From an optimization exercise on the open Yosys and OpenROAD flow, aimed at small area; shortcuts taken in it are not production practice.
Only simulation tests tie the RTL to the original design; equivalence was not proved.
Power is estimated from default activity; no workload was simulated.

--- flow/design.v ---
module testpattern
(
    input              I_pxl_clk   ,
    input              I_rst_n     ,
    input      [2:0]   I_mode      ,
    input      [7:0]   I_single_r  ,
    input      [7:0]   I_single_g  ,
    input      [7:0]   I_single_b  ,
    input      [11:0]  I_h_total   ,
    input      [11:0]  I_h_sync    ,
    input      [11:0]  I_h_bporch  ,
    input      [11:0]  I_h_res     ,
    input      [11:0]  I_v_total   ,
    input      [11:0]  I_v_sync    ,
    input      [11:0]  I_v_bporch  ,
    input      [11:0]  I_v_res     ,
    input              I_hs_pol    ,
    input              I_vs_pol    ,
    output reg         O_de        ,
    output reg         O_hs        ,
    output reg         O_vs        ,
    output     [7:0]   O_data_r    ,
    output     [7:0]   O_data_g    ,
    output     [7:0]   O_data_b
);
localparam SYNC = 2'd0, BP = 2'd1, ACT = 2'd2, FP = 2'd3;
reg  [11:0] L, S;
reg  [1:0]  hph;
wire        lend  = (L == 12'd1);
wire [11:0] S_inc = S + 1'b1;
wire [11:0] hlen  = hph[1] ? I_h_res : (hph[0] ? I_h_bporch : I_h_sync);
wire        send  = (S_inc == hlen);
wire        hbp0  = (I_h_bporch == 12'd0);
always @(posedge I_pxl_clk)
    if (!I_rst_n)  L <= 12'd4;
    else if (lend) L <= I_h_total;
    else           L <= L - 1'b1;
always @(posedge I_pxl_clk)
    S <= (lend | send) ? 12'd0 : S_inc;
always @(posedge I_pxl_clk)
    if (!I_rst_n)  hph <= FP;
    else if (lend) hph <= SYNC;
    else if (send)
        case (hph)
            SYNC:    hph <= hbp0 ? ACT : BP;
            BP:      hph <= ACT;
            default: hph <= FP;
        endcase
reg  [11:0] VL, VS;
reg  [1:0]  vph;
wire        fend  = (VL == 12'd1);
wire        vsend = (VS == 12'd1);
wire        vbp0  = (I_v_bporch == 12'd0);
wire        vnew  = lend & fend;
wire        vseg  = lend & vsend;
always @(posedge I_pxl_clk)
    if (!I_rst_n) VL <= 12'd1;
    else          VL <= vnew ? I_v_total : VL - lend;
always @(posedge I_pxl_clk)
    if (vnew)
        VS <= I_v_sync;
    else if (vseg & (vph == SYNC) & ~vbp0)
        VS <= I_v_bporch;
    else if (vseg & (vph != ACT))
        VS <= I_v_res;
    else
        VS <= VS - lend;
always @(posedge I_pxl_clk)
    if (!I_rst_n)  vph <= FP;
    else if (vnew) vph <= SYNC;
    else if (vseg)
        case (vph)
            SYNC:    vph <= vbp0 ? ACT : BP;
            BP:      vph <= ACT;
            default: vph <= FP;
        endcase
wire de  = (hph == ACT) & (vph == ACT);
wire hsn = (hph != SYNC);
wire vsn = (vph != SYNC);
reg        seen;             
reg  [8:0] d;
reg  [3:0] bar;
reg        k;
reg        sk;
wire [8:0] W    = I_h_res[11:3];
wire       W1   = (W == 9'd1);
wire       eqW  = (d == 9'd1);
wire       c_in = eqW & ~sk & ~(W1 & ~k & (bar != 4'd0));
wire       c0   = O_de ? (W1 ? k : eqW) : (~seen & W1);
always @(posedge I_pxl_clk)
    if (!I_rst_n) seen <= 1'b0;
    else if (de)  seen <= 1'b1;
always @(posedge I_pxl_clk) begin
    d   <= (de & ~eqW) ? d - 1'b1 : W;
    bar <= de ? bar + c_in : {3'd0, c0};
    k   <= de ? k : c0;
    sk  <= de ? (sk & ~eqW) : (c0 & ~W1);
end
wire        blk      = ~de | bar[3];
wire [23:0] color    = blk ? 24'd0 : {{8{~bar[0]}}, {8{~bar[2]}}, {8{~bar[1]}}};
wire        grid     = de & ((S[4:0] == 5'd0) | send | (VS[4:0] == I_v_res[4:0]) | vsend);
wire [7:0]  gray     = de ? S[7:0] : (seen ? I_h_res[7:0] : 8'd0);
wire [23:0] data_sel = (I_mode == 3'd0) ? color :
                       (I_mode == 3'd1) ? {16'd0, {8{grid}}} :
                       (I_mode == 3'd2) ? {gray, gray, gray} :
                       (I_mode == 3'd3) ? {I_single_b, I_single_g, I_single_r} :
                                          {8'hff, 16'd0};
reg [23:0] data;
always @(posedge I_pxl_clk or negedge I_rst_n)
    if (!I_rst_n) begin
        O_de <= 1'b0;
        O_hs <= 1'b1;
        O_vs <= 1'b1;
        data <= 24'd0;
    end else begin
        O_de <= de;
        O_hs <= I_hs_pol ? ~hsn : hsn;
        O_vs <= I_vs_pol ? ~vsn : vsn;
        data <= data_sel;
    end
assign O_data_r = data[ 7: 0];
assign O_data_g = data[15: 8];
assign O_data_b = data[23:16];
endmodule
--- flow/flow/run.sh ---
#!/bin/bash
# Own layout flow: the standard ORFS flow (standard.sh), with these changes:
#  - synthesis is synth_recipe.tcl unchanged (registers, flattening, renaming),
#    except for the logic mapping: yosys's abc pass is wrapped by
#    flow/abc_best.tcl, which maps the logic with an area-oriented ABC script
#    once per seed of ABC's &deepsyn and keeps the smallest mapping. Adders'
#    carry chains are ripple chains (flow/ripple_lcu.v) and are left to ABC
#    (ADDER_MAP_FILE empty: no half/full-adder cells).
#  - the input/output port buffers are sky130_fd_sc_hd__buf_1.
#  - clock tree synthesis uses clkbuf_8 cells and no dummy loads.
# Each tool's output is in standard.log and in ORFS's logs under orfs/logs.
set -euo pipefail
HERE=$(pwd)
mkdir -p "$HERE/abc_runs"
cat > "$HERE/own_synth.tcl" <<EOT
set ::own_dir $HERE/abc_runs
set ::own_abc_seeds {0 1 2 3 4 5 6 7 8 9 10 11 12 13 14 15 16 17 18 19 20 21 22 23 24 25 26 27 28 29 30 31 32 33 34 35 36 37 38 39 40 41 42 43 44 45 46 47 48 49 50 51 52 53 54 55 56 57 58 59 60 61 62 63 64 65 66 67 68 69 70 71 72 73 74 75 76 77 78 79 80 81 82 83 84 85 86 87 88 89 90 91 92 93 94 95 96 97 98 99}
source $HERE/flow/abc_best.tcl
source $HERE/synth_recipe.tcl
EOT
bash standard.sh SYNTH_SCRIPT="$HERE/own_synth.tcl" \
  SYNTH_OPERATIONS_ARGS="-extra-map $HERE/flow/ripple_lcu.v" ADDER_MAP_FILE= \
  BUFFER_PORTS_ARGS="-buffer_cell sky130_fd_sc_hd__buf_1" \
  CTS_ARGS="-sink_clustering_enable -repair_clock_nets -buf_list sky130_fd_sc_hd__clkbuf_8 -dont_use_dummy_load" \
  finish > "$HERE/standard.log" 2>&1
--- flow/flow/abc_best.tcl ---
# Wraps yosys's abc pass: maps the logic once per seed of ABC's &deepsyn
# and keeps the mapping with the least cell area. Registers are mapped
# before this pass and are not touched by it.
proc abc {args} {
  set i [lsearch $args -script]
  set lib [lindex $args [expr {[lsearch $args -liberty] + 1}]]
  yosys design -save own_pre_abc
  set best_area -1
  foreach seed $::own_abc_seeds {
    yosys design -load own_pre_abc
    set f [open $::own_dir/abc_seed_$seed.script w]
    puts $f "&get -n\n&st\n&deepsyn -J 50 -S $seed\n&dch -f\n&nf -a -R 1000\n&put\ntopo\ndnsize"
    close $f
    set a $args
    if {$i >= 0} { lset a [expr {$i + 1}] $::own_dir/abc_seed_$seed.script }
    yosys abc {*}$a
    yosys tee -q -o $::own_dir/abc_seed_$seed.stat stat -liberty $lib
    set f [open $::own_dir/abc_seed_$seed.stat r]
    set txt [read $f]
    close $f
    regexp {Chip area for module [^:]*: ([0-9.]+)} $txt -> area
    puts "own abc: seed $seed area $area"
    if {$best_area < 0 || $area < $best_area} {
      set best_area $area
      yosys design -save own_best_abc
    }
  }
  yosys design -load own_best_abc
  puts "own abc: best area $best_area"
}
--- flow/flow/ripple_lcu.v ---
(* techmap_celltype = "$lcu" *)
module _80_lcu_ripple (P, G, CI, CO);
	parameter WIDTH = 2;
	(* force_downto *)
	input [WIDTH-1:0] P, G;
	input CI;
	(* force_downto *)
	output [WIDTH-1:0] CO;
	genvar i;
	generate for (i = 0; i < WIDTH; i = i + 1) begin: g
		if (i == 0) begin: f
			assign CO[0] = G[0] | (P[0] & CI);
		end else begin: r
			assign CO[i] = G[i] | (P[i] & CO[i-1]);
		end
	end endgenerate
endmodule
--- flow/standard.sh ---
#!/bin/bash
# synth_recipe.tcl (not shown) runs the flow's synth.tcl, then flattens the netlist and writes it again
# the make line also repeats each setting of config.mk as NAME=value (left out here)
make -C /OpenROAD-flow-scripts/flow DESIGN_CONFIG=/design/flow/config.mk WORK_HOME=/design/flow/orfs CLKGATE_MAP_FILE= SYNTH_SCRIPT=/design/flow/synth_recipe.tcl "${@:-finish}"
--- flow/config.mk ---
export PLATFORM = sky130hd
export DESIGN_NAME = testpattern
export DESIGN_NICKNAME = testpattern
export VERILOG_FILES = /design/flow/design.v
export SDC_FILE = /design/flow/constraint.sdc
export NUM_CORES = 8
export LEC_CHECK = 0
export CAP_MARGIN = 20
export CORE_MARGIN = 2
export CORE_UTILIZATION = 40
export SLEW_MARGIN = 20
--- flow/constraint.sdc ---
create_clock -name core_clock -period 6.7 [get_ports {I_pxl_clk}]
set_input_delay 1.3400 -clock core_clock [delete_from_list [all_inputs] [get_ports {I_pxl_clk}]]
set_output_delay 1.3400 -clock core_clock [all_outputs]
set_load 0.01 [all_outputs]
==> results.txt <==
-- per-stage QoR --
stage	cells	hold slack [ns]	util	total power, uW	setup WS, ns
after CTS	809	0.495	0.492	1400	2.53
after global routing	809	0.515	0.492	1480	2.00
after floorplan	505	0.444	-	984	3.03
after global placement	800	0.455	0.480	1090	2.68
after detailed placement	800	0.469	0.480	1100	2.54
final	809	0.493	0.492	1390	2.51
-- state kept, by name, summed over array words and instances, names as in the netlist --
name / cells
O_de: 1
sk: 1
k: 1
d: 9
S: 12
bar: 4
seen: 1
vph: 2
O_vs: 1
data: 24
VS: 12
hph: 2
VL: 12
L: 12
O_hs: 1
-- per-layer routing --
metal  wire, um  GRT usage  vias to the layer above
met5          0          0                        -
met4        227     0.0751                        0
met3        848     0.0359                       21
met2       5840      0.360                      166
met1       5860      0.276                     2051
li1           -          -                     2209
-- logic make-up after synthesis --
group                  count (synthesis)
XOR/XNOR                              36
buffers and inverters                 11
flip-flops                            95
multiplexers                           1
AO/OA/AOI/OAI                        169
AND/OR/NAND/NOR                      193
-- worst max-delay path by stage --
stage / startpoint / end / slack, ns / cells after the start
after floorplan: L[6] / VL[11] / 3.03 / 13
after global placement: L[6] / VL[11] / 2.68 / 13
after detailed placement: L[6] / VL[11] / 2.54 / 13
after CTS: L[6] / VL[11] / 2.53 / 13
after global routing: L[6] / VS[11] / 2.00 / 13
final: L[6] / VL[11] / 2.51 / 13
-- synthesized netlist by cell type, types with 5 or more instances --
master | count | area, um^2
a31oi_1 | 12 | 75.1
clkinv_1 | 11 | 41.3
and3_1 | 5 | 31.3
o21ai_0 | 32 | 160
nor2_1 | 59 | 221
nor2b_1 | 5 | 31.3
nor4_1 | 15 | 93.8
dfrtp_1 | 25 | 626
a22o_1 | 10 | 87.6
or2_0 | 8 | 50.1
nand2_1 | 51 | 191
nand2b_1 | 8 | 50.1
dfxtp_1 | 67 | 1340
o22ai_1 | 12 | 75.1
xnor2_1 | 21 | 184
a222oi_1 | 9 | 90.1
nor3_1 | 13 | 65.1
nand3_1 | 10 | 50.1
xor2_1 | 15 | 131
or3_1 | 6 | 37.5
a21oi_1 | 59 | 295
a211o_1 | 8 | 70.1
-- cells in the final DEF, fill, tap and decap left out, types with 12 or more instances in the layout --
cell type / count
o22ai_1: 12
nor4_1: 15
dfxtp_1: 67
xnor2_1: 21
a31oi_1: 12
a21oi_1: 59
nor3_1: 13
nor2_1: 58
dfrtp_1: 25
o21ai_0: 32
xor2_1: 15
nand2_1: 51
buf_1: 152
-- worst reg2reg max path, cell delays in order (launching register included) --
cell	delay [ns]
dfxtp_1	0.35
nor4_1	0.35
nand2_1	0.10
nor4_1	0.39
nand2_1	0.32
or3_1	0.45
or3_1	0.37
or2_0	0.28
or3_1	0.40
or3_1	0.38
or2_0	0.27
nor2_1	0.17
xnor2_1	0.14
a21oi_1	0.08
-- power by group through the flow --
stage | combinational [uW] | sequential, uW | clock, uW
after floorplan | 239 | 745 | 0
after global placement | 330 | 762 | 0
after detailed placement | 335 | 766 | 0
after CTS | 337 | 755 | 305
after global routing | 379 | 772 | 330
final | 337 | 755 | 299
-- area by class of cell --
class	instances	area share
flip-flops and latches	95	0.386
inverters	11	0.00778
well taps	140	0.0330
clock buffers	9	0.0233
multi-input cells	399	0.438
repair buffers	155	0.111
==> results.py <==
metrics = {
    "synthesis": {
        "synth-adder-area-share": 0,
        "synth_xor_area_frac": 0.0714,
        "ys_ff_latch": 95,
        "syn_inst": 505,
        "synth.mux.area_fraction": 0.00227,
        "async_flop_share": 0.284,
        "synth_seq_area_share": 0.464,
        "synth-main-ff-cell": "dfxtp_1",
        "ys_types": 46,
        "syn-num-nets": 632,
        "avgSynthCellArea_um2": 8.74,
        "yosysWarnings": 1,
        "synth_edf_count": 1,
        "synth_top_family_by_area": "compound AO/OA/AOI/OAI gates",
        "synth_compound_area_frac": 0.244,
        "synthSimpleGateAreaFrac": 0.209,
        "synthesis.area_um2": 4420,
    },
    "worst_setup_path": {
        "cp_slowest_cell": "or3_1",
        "cpLargestDelayFamily": "simple AND/OR/NAND/NOR gates",
        "reg2reg_from": "L[6]",
        "critPathRequiredTime_ns": 6.95,
        "timing.rr.end": "VL[11]",
        "cp_max_fo": 10,
        "cp.arrival_ns": 4.44,
        "start_kind": "flop",
        "r2r_slack_ns": 2.51,
        "criticalPathCategory": "flop to flop",
        "end_kind": "flop",
        "max_stage_delay_ns": 0.45,
        "path_cells": "nor4_1, nand2_1, nor4_1, nand2_1, or3_1, or3_1, or2_0, or3_1, or3_1, or2_0, nor2_1, xnor2_1, a21oi_1",
        "r2r_cells": 13,
        "worst-path-buf-inv": 0,
        "cpMostUsedCell": "or3_1",
    },
    "cells_and_area": {
        "fin_nets": 798,
        "synthToLayoutAreaGrowth_pct": 20.2,
        "drive_above_1_share": 0.0224,
        "antenna_cells": 0,
        "n_fill_cell": 1077,
        "fin_area_um2": 5310,
        "multi_input_area_um2": 2330,
        "ff_latch_area_um2": 2050,
    },
    "clock_network": {
        "cts_buffer_depth": 2,
        "cts.clk_slew.worst_paths_ns": 0.11,
        "clkLatencyLatePin_ns": 0.37,
        "cts_tree": "yes",
        "root_buffer": "clkbuf_8",
        "cts.sinks": 95,
        "cts_made_buffers": 9,
        "post_cts_buffers": 0,
        "cts-hold-fix-buffers": 0,
        "cts_resized": 0,
        "htree_levels": 3,
    },
    "floorplan": {
        "core_um2": 10800,
        "die_y_um": 109,
        "die_w_um": 109,
        "initial_core_util": 0.409,
        "ios": 154,
        "dieArea_um2": 11900,
        "row_count": 38,
    },
    "pwr": {
        "power_frac_comb": 0.242,
        "p_seq_frac": 0.543,
        "leakagePower_uw": 0.00197,
        "swShare": 0.322,
        "switching_power_uw": 448,
        "ir_worst_vdd_mv": 0.119,
        "p_clk_frac": 0.215,
        "intPower_uw": 943,
        "power_density_nw_per_um2": 262,
    },
    "place": {
        "port_buffers": 153,
        "dpl.hpwl_um": 9910,
        "placed_area_um2": 5180,
        "routabilityCongestion": 0.860,
    },
    "min_path": {
        "hold_path.startpoint": "d[7]",
        "min_path_cells": 2,
        "min_path_type": "flop to flop",
        "hold_end": "d[7]",
    },
    "detailed_routing": {
        "vias_per_cell": 5.50,
        "drtAntennaViolNets": 0,
        "wl_per_cell_um": 15.8,
        "dr.pass1.iters": 5,
        "drt_iter0_markers": 326,
        "drc": 0,
        "via_count": 4447,
        "wl_um": 12800,
    },
    "sta": {
        "finalClockSkew_ns": 0.0441,
        "rsz0062_at_grt": "false",
        "tightest_slew_ns": 0.974,
        "drv_slew": 0,
        "fmax_ghz": 0.238,
        "finalHoldViolCount": 0,
        "fin_tns_setup_ns": 0,
        "min_period_over_period": 0.626,
        "min_period_ns": 4.19,
        "max_slew_margin": 0.344,
        "setup_viol": 0,
    },
    "status": {
        "status": "no timing/DRC/antenna violations",
    },
    "global_routing": {
        "grt_pass1_vias": 4119,
        "grt_pass1_wl_um": 19900,
        "grt_max_degree": 37,
        "antenna_found_initial": 0,
        "grtUsageTotal": 0.214,
        "grt-ovfl-total": 0,
    },
    "job": {
        "drv_cap": 0,
    },
}

[what the ideal ports hide]
The results above use ideal ports. As a check the final layout listed here was re-extracted and re-timed, cells and wires unchanged.
Step 1 sets driving cells, clkbuf_16 on the clock port and buf_2 on the other inputs (assumed; they add their load-dependent delay and slew).
Step 2 also shifts input and output timing later by t, the mid clock arrival at the registers, as if the neighbouring blocks saw the same clock.
Slacks: ideal / step 1 / step 2; pairs: ideal / step 1.
t (ns): 0.379
setup WS [ns]: 2.506 / 2.506 / 2.506
hold slack, ns: 0.493 / 0.493 / 0.493
worst register clock-pin slew, ns: 0.11 / 0.11
After both steps setup and hold are still met in this run. The setup slack of this run moves by 0.000 ns with the drivers and by 0.000 ns with both steps.
